Context: an optimization exercise on an open-source flow, tuned for small area and a short achievable clock period. The choices shown serve that exercise and are no tape-out recipe.
Function was checked by simulation only, so behaviour that the tests miss may differ from the original.
Power and IR drop assume default switching activity.

job 101:
// alu_d
module alu_d #(parameter N = 32)
(
  input clk, rst,
  input [1:0] inp_valid,
  input mode,
  input [3:0] cmd,
  input ce, cin,
  input [N-1:0] opa, opb,
  output reg err, g, l, e,
  output oflow, cout,
  output [(2*N-1):0] res
);
Size: ~3800 cells after synthesis, roughly 270 flip-flops, ~150 I/O pins, about 36000 sq um of cells after synthesis.
Settings: LEC_CHECK=0, CAP_MARGIN=20, CORE_MARGIN=2, CORE_UTILIZATION=40, CTS_CLUSTER_DIAMETER=60, CTS_CLUSTER_SIZE=10, PLACE_DENSITY=0.6, SLEW_MARGIN=20; clock period 11.0 ns.
run.sh (not shown) runs the stock make flow with config.mk's settings and CLKGATE_MAP_FILE= SYNTH_SCRIPT=/design/flow/synth_recipe.tcl, a recipe that flattens the netlist after the stock synthesis.
Job 101 was carried through to the last stage, and its layout satisfied the timing, design-rule and antenna checks.
#### Input delta (job 102 over job 101)
--- a/flow/config.mk
+++ b/flow/config.mk
@@ -7,2 +7,3 @@
 export LEC_CHECK = 0
+export ABC_CLOCK_PERIOD_IN_PS = 5000
 export CAP_MARGIN = 20
@@ -13,2 +14,3 @@
 export PLACE_DENSITY = 0.6
+export SETUP_SLACK_MARGIN = 5
 export SLEW_MARGIN = 20
### Flow results
- Result: PASS for each of job 101 and job 102
- Comparing job 101 and job 102, the lower cell area is on job 101.
- Compared to job 101, job 102 has first-pass detailed-route iteration total 2 higher.
- Relative to job 101, final cycle utilization of the critical path decreased by 10 points in job 102.
- Compare job 101 and job 102 | setup slack lower: job 101
- | number of vias in the routed layout | job 102 vs job 101 | worse |
- met2 wire length came out higher on job 102 than on job 101.
- Diff job 102..job 101 | clock network area share | negligible
- Count of hold-fix buffers inserted at cts: job 102 vs job 101 identical
- Compared job 102 against job 101; met3 capacity usage during global routing within noise.
### job 102 -> job 103
==> flow/flow/run.sh (new file) <==
#!/bin/bash
# The standard layout, with the port buffers made of a plain buffer cell
# (buf_2) instead of the delay-cell buffers buffer_ports picks by default.
set -o pipefail
export BUFFER_PORTS_ARGS="-buffer_cell sky130_fd_sc_hd__buf_2"
bash standard.sh > standard.log 2>&1
==> flow/standard.sh (new file) <==
#!/bin/bash
# synth_recipe.tcl (not shown) runs the flow's synth.tcl, then flattens the netlist and writes it again
# the make line also repeats each setting of config.mk as NAME=value (left out here)
make -C /OpenROAD-flow-scripts/flow DESIGN_CONFIG=/design/flow/config.mk WORK_HOME=/design/flow/orfs CLKGATE_MAP_FILE= SYNTH_SCRIPT=/design/flow/synth_recipe.tcl "${@:-finish}"
removed: flow/run.sh
[summary]
Job 103 — final instance area 3.3% lower, job 102 as reference
Job 103 ended up with a lower overall power consumption than job 102 did.
Between job 102 and job 103, clock share of power is lower for job 102, job 103 comes in above that.
~same clock-pin slew of the registers on the worst-case setup and hold paths in job 102 and job 103
Setup slack of the critical path after layout ended up 0.14 ns higher on job 103 than on job 102.
Edits applied to the flow inputs when going from job 103 to job 104:
==> flow/flow/run.sh <==
#!/bin/bash
# The standard layout, with the port buffers made of a plain buffer cell
# (buf_2) instead of the delay-cell buffers buffer_ports picks by default,
# and timing repair aimed at a larger setup slack.
set -o pipefail
export BUFFER_PORTS_ARGS="-buffer_cell sky130_fd_sc_hd__buf_2"
export SETUP_SLACK_MARGIN=6.5
bash standard.sh > standard.log 2>&1
--- a/flow/config.mk
+++ b/flow/config.mk
@@ -14,3 +14,2 @@
 export PLACE_DENSITY = 0.6
-export SETUP_SLACK_MARGIN = 5
 export SLEW_MARGIN = 20
- Job 104 ended with more time the worst path needs with I/O delays and setup than job 103.
- Clock-buffer cell count: job 104 > job 103
- Total of buffers placed on input and output ports: job 104 vs job 103 identical
- Reported for job 104 and job 103, number of nets with antenna violations after detailed routing turned out identical to the last digit.
- In job 104, share of final layout cell area taken by non-clock buffers is higher than in job 103.
- There was hardly any difference in final hold slack between job 104 and job 103.
- Clock-pin slew of the registers on the worst-case setup and hold paths: job 104 vs job 103 — no meaningful difference

========
## run 1
Another version of the RTL of alu_d (not shown whole).
For scale: roughly 3600 cells after synthesis, roughly 270 flip-flops, roughly 0.035 mm2 of cells after synthesis.
clock: 11.0 ns
lec_check: 0
abc_clock_period_in_ps: 5000
cap_margin: 20
core_margin: 2
core_utilization: 40
cts_cluster_diameter: 60
cts_cluster_size: 10
place_density: 0.6
setup_slack_margin: 5
slew_margin: 20
standard.sh (not shown) runs the stock make flow with config.mk's settings and CLKGATE_MAP_FILE= SYNTH_SCRIPT=/design/flow/synth_recipe.tcl, a recipe that flattens the netlist after the stock synthesis.
==> flow/flow/run.sh <==
#!/bin/bash
# The standard layout, with the port buffers made of a plain buffer cell
# (buf_2) instead of the delay-cell buffers buffer_ports picks by default.
set -o pipefail
export BUFFER_PORTS_ARGS="-buffer_cell sky130_fd_sc_hd__buf_2"
bash standard.sh > standard.log 2>&1
Run 1 | status: complete | timing, DRC, antenna: pass
diff inputs: run 1 => run 2
# run 1
export LEC_CHECK = 0
export ABC_CLOCK_PERIOD_IN_PS = 5000
export CAP_MARGIN = 20
export CORE_MARGIN = 2
export CORE_UTILIZATION = 40
export CTS_CLUSTER_DIAMETER = 60
export CTS_CLUSTER_SIZE = 10
export PLACE_DENSITY = 0.6
export SETUP_SLACK_MARGIN = 5
export SLEW_MARGIN = 20
create_clock -name core_clock -period 11.0 [get_ports {clk}]
# run 2
export LEC_CHECK = 0
export ABC_AREA = 1
export CAP_MARGIN = 20
export CORE_MARGIN = 2
export CORE_UTILIZATION = 40
export CTS_CLUSTER_DIAMETER = 60
export CTS_CLUSTER_SIZE = 10
export PLACE_DENSITY = 0.6
export SLEW_MARGIN = 20
create_clock -name core_clock -period 11.0 [get_ports {clk}]
==> flow/flow/run.sh <==
#!/bin/bash
# The standard layout, with the port buffers made of a plain buffer cell
# (buf_2) instead of the delay-cell buffers buffer_ports picks by default,
# and timing repair aimed at a larger setup slack.
set -o pipefail
export BUFFER_PORTS_ARGS="-buffer_cell sky130_fd_sc_hd__buf_2"
export SETUP_SLACK_MARGIN=6.5
bash standard.sh > standard.log 2>&1
Clock network fraction of design power: run 2 vs run 1 down 0.3 points. Comparing non-clock buffer count for run 1 and run 2, the smaller number came from run 1. Changes observed in run 2 relative to run 1: finished layout cell area higher, sum of routed wire length over all layers rose by about 15%, area inside the core boundary picked up an extra 0.0028 mm2. Post-synthesis cell area deteriorates in run 2 relative to run 1. In the reports for run 1 and run 2, the larger number of detailed-routing iterations run before antenna repair belongs to run 1. Compare run 1 and run 2 | global-route wire length before repair lower: run 1. Of run 1 and run 2, the lower combinational share of power belongs to run 1.
Changes in run 3 relative to run 2:
# run 2
export LEC_CHECK = 0
export ABC_AREA = 1
export CAP_MARGIN = 20
export CORE_MARGIN = 2
export CORE_UTILIZATION = 40
export CTS_CLUSTER_DIAMETER = 60
export CTS_CLUSTER_SIZE = 10
export PLACE_DENSITY = 0.6
export SLEW_MARGIN = 20
create_clock -name core_clock -period 11.0 [get_ports {clk}]
# run 3
export LEC_CHECK = 0
export ABC_CLOCK_PERIOD_IN_PS = 5000
export CAP_MARGIN = 20
export CORE_MARGIN = 2
export CORE_UTILIZATION = 40
export CTS_CLUSTER_DIAMETER = 60
export CTS_CLUSTER_SIZE = 10
export PLACE_DENSITY = 0.6
export SLEW_MARGIN = 20
create_clock -name core_clock -period 11.0 [get_ports {clk}]
diff --git a/flow/flow/run.sh b/flow/flow/run.sh
--- a/flow/flow/run.sh
+++ b/flow/flow/run.sh
@@ -6,3 +6,3 @@
 export BUFFER_PORTS_ARGS="-buffer_cell sky130_fd_sc_hd__buf_2"
-export SETUP_SLACK_MARGIN=6.5
+export SETUP_SLACK_MARGIN=6
 bash standard.sh > standard.log 2>&1
## What came out
In summary, run 3 completed successfully, with a layout that passed the timing, design-rule and antenna checks. Run 2: flow completed, timing, DRC and antenna clean. Adder and majority gate portion of the synthesized area | run 3 above run 2. Compared with run 2, run 3 shows a number of nets at the end of the flow that is about 16% lower. Summary of run 3 over run 2: worst setup slack went down 0.68 ns; sequential power went up about 6%; hold slack went up 0.025 ns. Run 2 → run 3: number of H-tree levels comparable, area taken by flip-flops and latches moved down, share of total power in combinational logic dropped 1.4 points, placed cell count -743, proportion of total power due to net switching has decreased.
The following lists how run 4 was set up differently from run 3:
# run 3
export LEC_CHECK = 0
export ABC_CLOCK_PERIOD_IN_PS = 5000
export CAP_MARGIN = 20
export CORE_MARGIN = 2
export CORE_UTILIZATION = 40
export CTS_CLUSTER_DIAMETER = 60
export CTS_CLUSTER_SIZE = 10
export PLACE_DENSITY = 0.6
export SLEW_MARGIN = 20
create_clock -name core_clock -period 11.0 [get_ports {clk}]
# run 4
export LEC_CHECK = 0
export ABC_AREA = 1
export CAP_MARGIN = 20
export CORE_MARGIN = 2
export CORE_UTILIZATION = 40
export CTS_CLUSTER_DIAMETER = 60
export CTS_CLUSTER_SIZE = 10
export PLACE_DENSITY = 0.6
export SLEW_MARGIN = 20
create_clock -name core_clock -period 11.0 [get_ports {clk}]
Findings:
- Lower multiplexer share of the synthesized area goes to run 4 over run 3.
- Sort run 3 and run 4 by register-to-register setup slack, descending, and run 4 comes first.
- Looking at last element of the critical path, the res[14] result is from run 3; the s_r[31]$_DFF_P_ one comes from run 4.
- Number of antenna cells inserted was higher in the run labelled run 4.
- Between run 4 and run 3, the clock skew figures differ only marginally.
- Run 4 ends up with a worst setup slack that is 0.61 ns higher than in run 3.
- Re minimum clock period: run 3 and run 4 aren't equal, and the lower value belongs to run 4.
- On critical path depth: run 4 sits below run 3.
- Having completed the whole flow, run 4 delivered a layout that passed the timing, design-rule and antenna checks.
- Routing usage on met1 (lower): run 4
- For CTS buffer count, dividing the value from run 4 by the value from run 3 gives 1.08.
- Area of all placed cells without fillers ends up lower on run 3.

========
## JK
Another version of the RTL of alu_d (not shown whole).
Size in the first run: roughly 150 I/O pins, roughly 0.036 mm^2 of cells after synthesis.
Settings: LEC_CHECK=0, ABC_AREA=1, CAP_MARGIN=0, CORE_MARGIN=2, CORE_UTILIZATION=40, CTS_BUF_LIST=sky130_fd_sc_hd__clkbuf_8, CTS_CLUSTER_DIAMETER=60, CTS_CLUSTER_SIZE=10, PLACE_DENSITY=0.6, SLEW_MARGIN=0; clock period 11.0 ns.
==> flow/flow/run.sh <==
#!/bin/bash
# The standard layout, with the port buffers made of a plain buffer cell
# (buf_2) instead of the delay-cell buffers buffer_ports picks by default,
# and timing repair aimed at a larger setup slack.
set -o pipefail
export BUFFER_PORTS_ARGS="-buffer_cell sky130_fd_sc_hd__buf_2"
export SETUP_SLACK_MARGIN=6
bash standard.sh > standard.log 2>&1
The following lists how MS was set up differently from JK:
--- a/flow/flow/run.sh
+++ b/flow/flow/run.sh
@@ -7 +7 @@
-export SETUP_SLACK_MARGIN=6
+export SETUP_SLACK_MARGIN=6.25
--- a/flow/config.mk
+++ b/flow/config.mk
@@ -9 +9 @@
-export CAP_MARGIN = 0
+export CAP_MARGIN = 20
@@ -16 +16 @@
-export SLEW_MARGIN = 0
+export SLEW_MARGIN = 20
==> run summary <==
- Delta (MS minus JK): number of nets in the layout up 46; clock power down about 3.7%; shortest clock period the worst path allows after layout down 0.21 ns.
- Final design instance area without fill (lower): JK
- The met3 wirelength from detailed routing in JK is 0.937 times that in MS.
- The register-to-register slack reported for MS is greater than that of JK by 0.23 ns.
- Taking JK as the reference, in MS sequential share of layout area has decreased, total wire length after detailed routing has increased.
- In MS, the non-clock buffer count came out 43 above the value in JK.
- Summary of MS over JK: post-layout worst setup margin saw an increase, number of enable flip-flop cells after synthesis saw little to no change.
Input changes introduced in AL (baseline for comparison: MS):
--- a/flow/flow/run.sh
+++ b/flow/flow/run.sh
@@ -7 +7 @@
-export SETUP_SLACK_MARGIN=6.25
+export SETUP_SLACK_MARGIN=6
Results
s_r[25] as the timing startpoint of the critical path was reported by MS, and s_r[27] by AL. Taking MS as the reference, in AL number of DRC markers in iteration 0 went down about 4.5%; total power decreased by 330 uW relative to the old numbers. Placed wire-length estimate shrinks slightly when moving from MS to AL. AL reports a lower worst setup slack than MS does. | clock skew | AL vs MS | 0.0062 ns higher |.
diff inputs: AL => TR
--- a/flow/config.mk
+++ b/flow/config.mk
@@ -14 +14 @@
-export CTS_CLUSTER_SIZE = 10
+export CTS_CLUSTER_SIZE = 14
Results
- Between TR and AL, the met2 routed wirelength does not differ in any meaningful way.
- | via count | AL vs TR | ≈ equal |
- From AL to TR the numbers moved as follows: clock-buffer cell count lower; final routed wire length divided by cell count level.
- Status: utilization parity (AL, TR)
- [compare] base=AL new=TR: final non-filler cell area did not really move; detailed-routing wirelength on met1 shows an increase of about 0.5%.

-- port drivers added, routing unchanged --
Ports are ideal in the flow. The routed layouts listed here were re-timed in OpenROAD. Step 1 assumes that a clkbuf_16 drives the clock port and a buf_2 every other input. Step 2 also shifts input and output timing later by t, the mid clock arrival at the registers, as if the neighbouring blocks saw the same clock. Slacks: ideal ports / drivers / drivers and shift; pairs: ideal ports / drivers.
run | t (ns) | setup slack, ns | hold slack, ns
job 101 | 0.643 | 3.806 / 3.738 / 4.381 | 0.435 / 0.435 / 0.435
job 102 | 0.645 | 4.914 / 4.848 / 5.077 | 0.434 / 0.434 / 0.434
job 103 | 0.639 | 5.049 / 4.986 / 5.522 | 0.433 / 0.433 / 0.433
job 104 | 0.651 | 4.943 / 4.877 / 5.528 | 0.435 / 0.435 / 0.435
run 1 | 0.621 | 5.132 / 5.058 / 5.133 | 0.434 / 0.434 / 0.434
run 2 | 0.655 | 6.132 / 6.064 / 6.382 | 0.411 / 0.411 / 0.411
run 3 | 0.595 | 5.449 / 5.383 / 5.972 | 0.435 / 0.435 / 0.435
run 4 | 0.651 | 6.063 / 6.033 / 6.063 | 0.403 / 0.403 / 0.403
JK | 0.695 | 6.060 / 5.999 / 5.851 | 0.400 / 0.400 / 0.400
MS | 0.702 | 6.271 / 6.209 / 5.775 | 0.401 / 0.401 / 0.401
AL | 0.695 | 6.060 / 5.999 / 5.851 | 0.400 / 0.400 / 0.400
TR | 0.741 | 6.037 / 5.978 / 5.839 | 0.395 / 0.395 / 0.395
After both steps every run listed still meets setup and hold. For MS, which loses most, drivers alone change the setup slack by -0.062 ns; drivers and shift together by -0.496 ns.
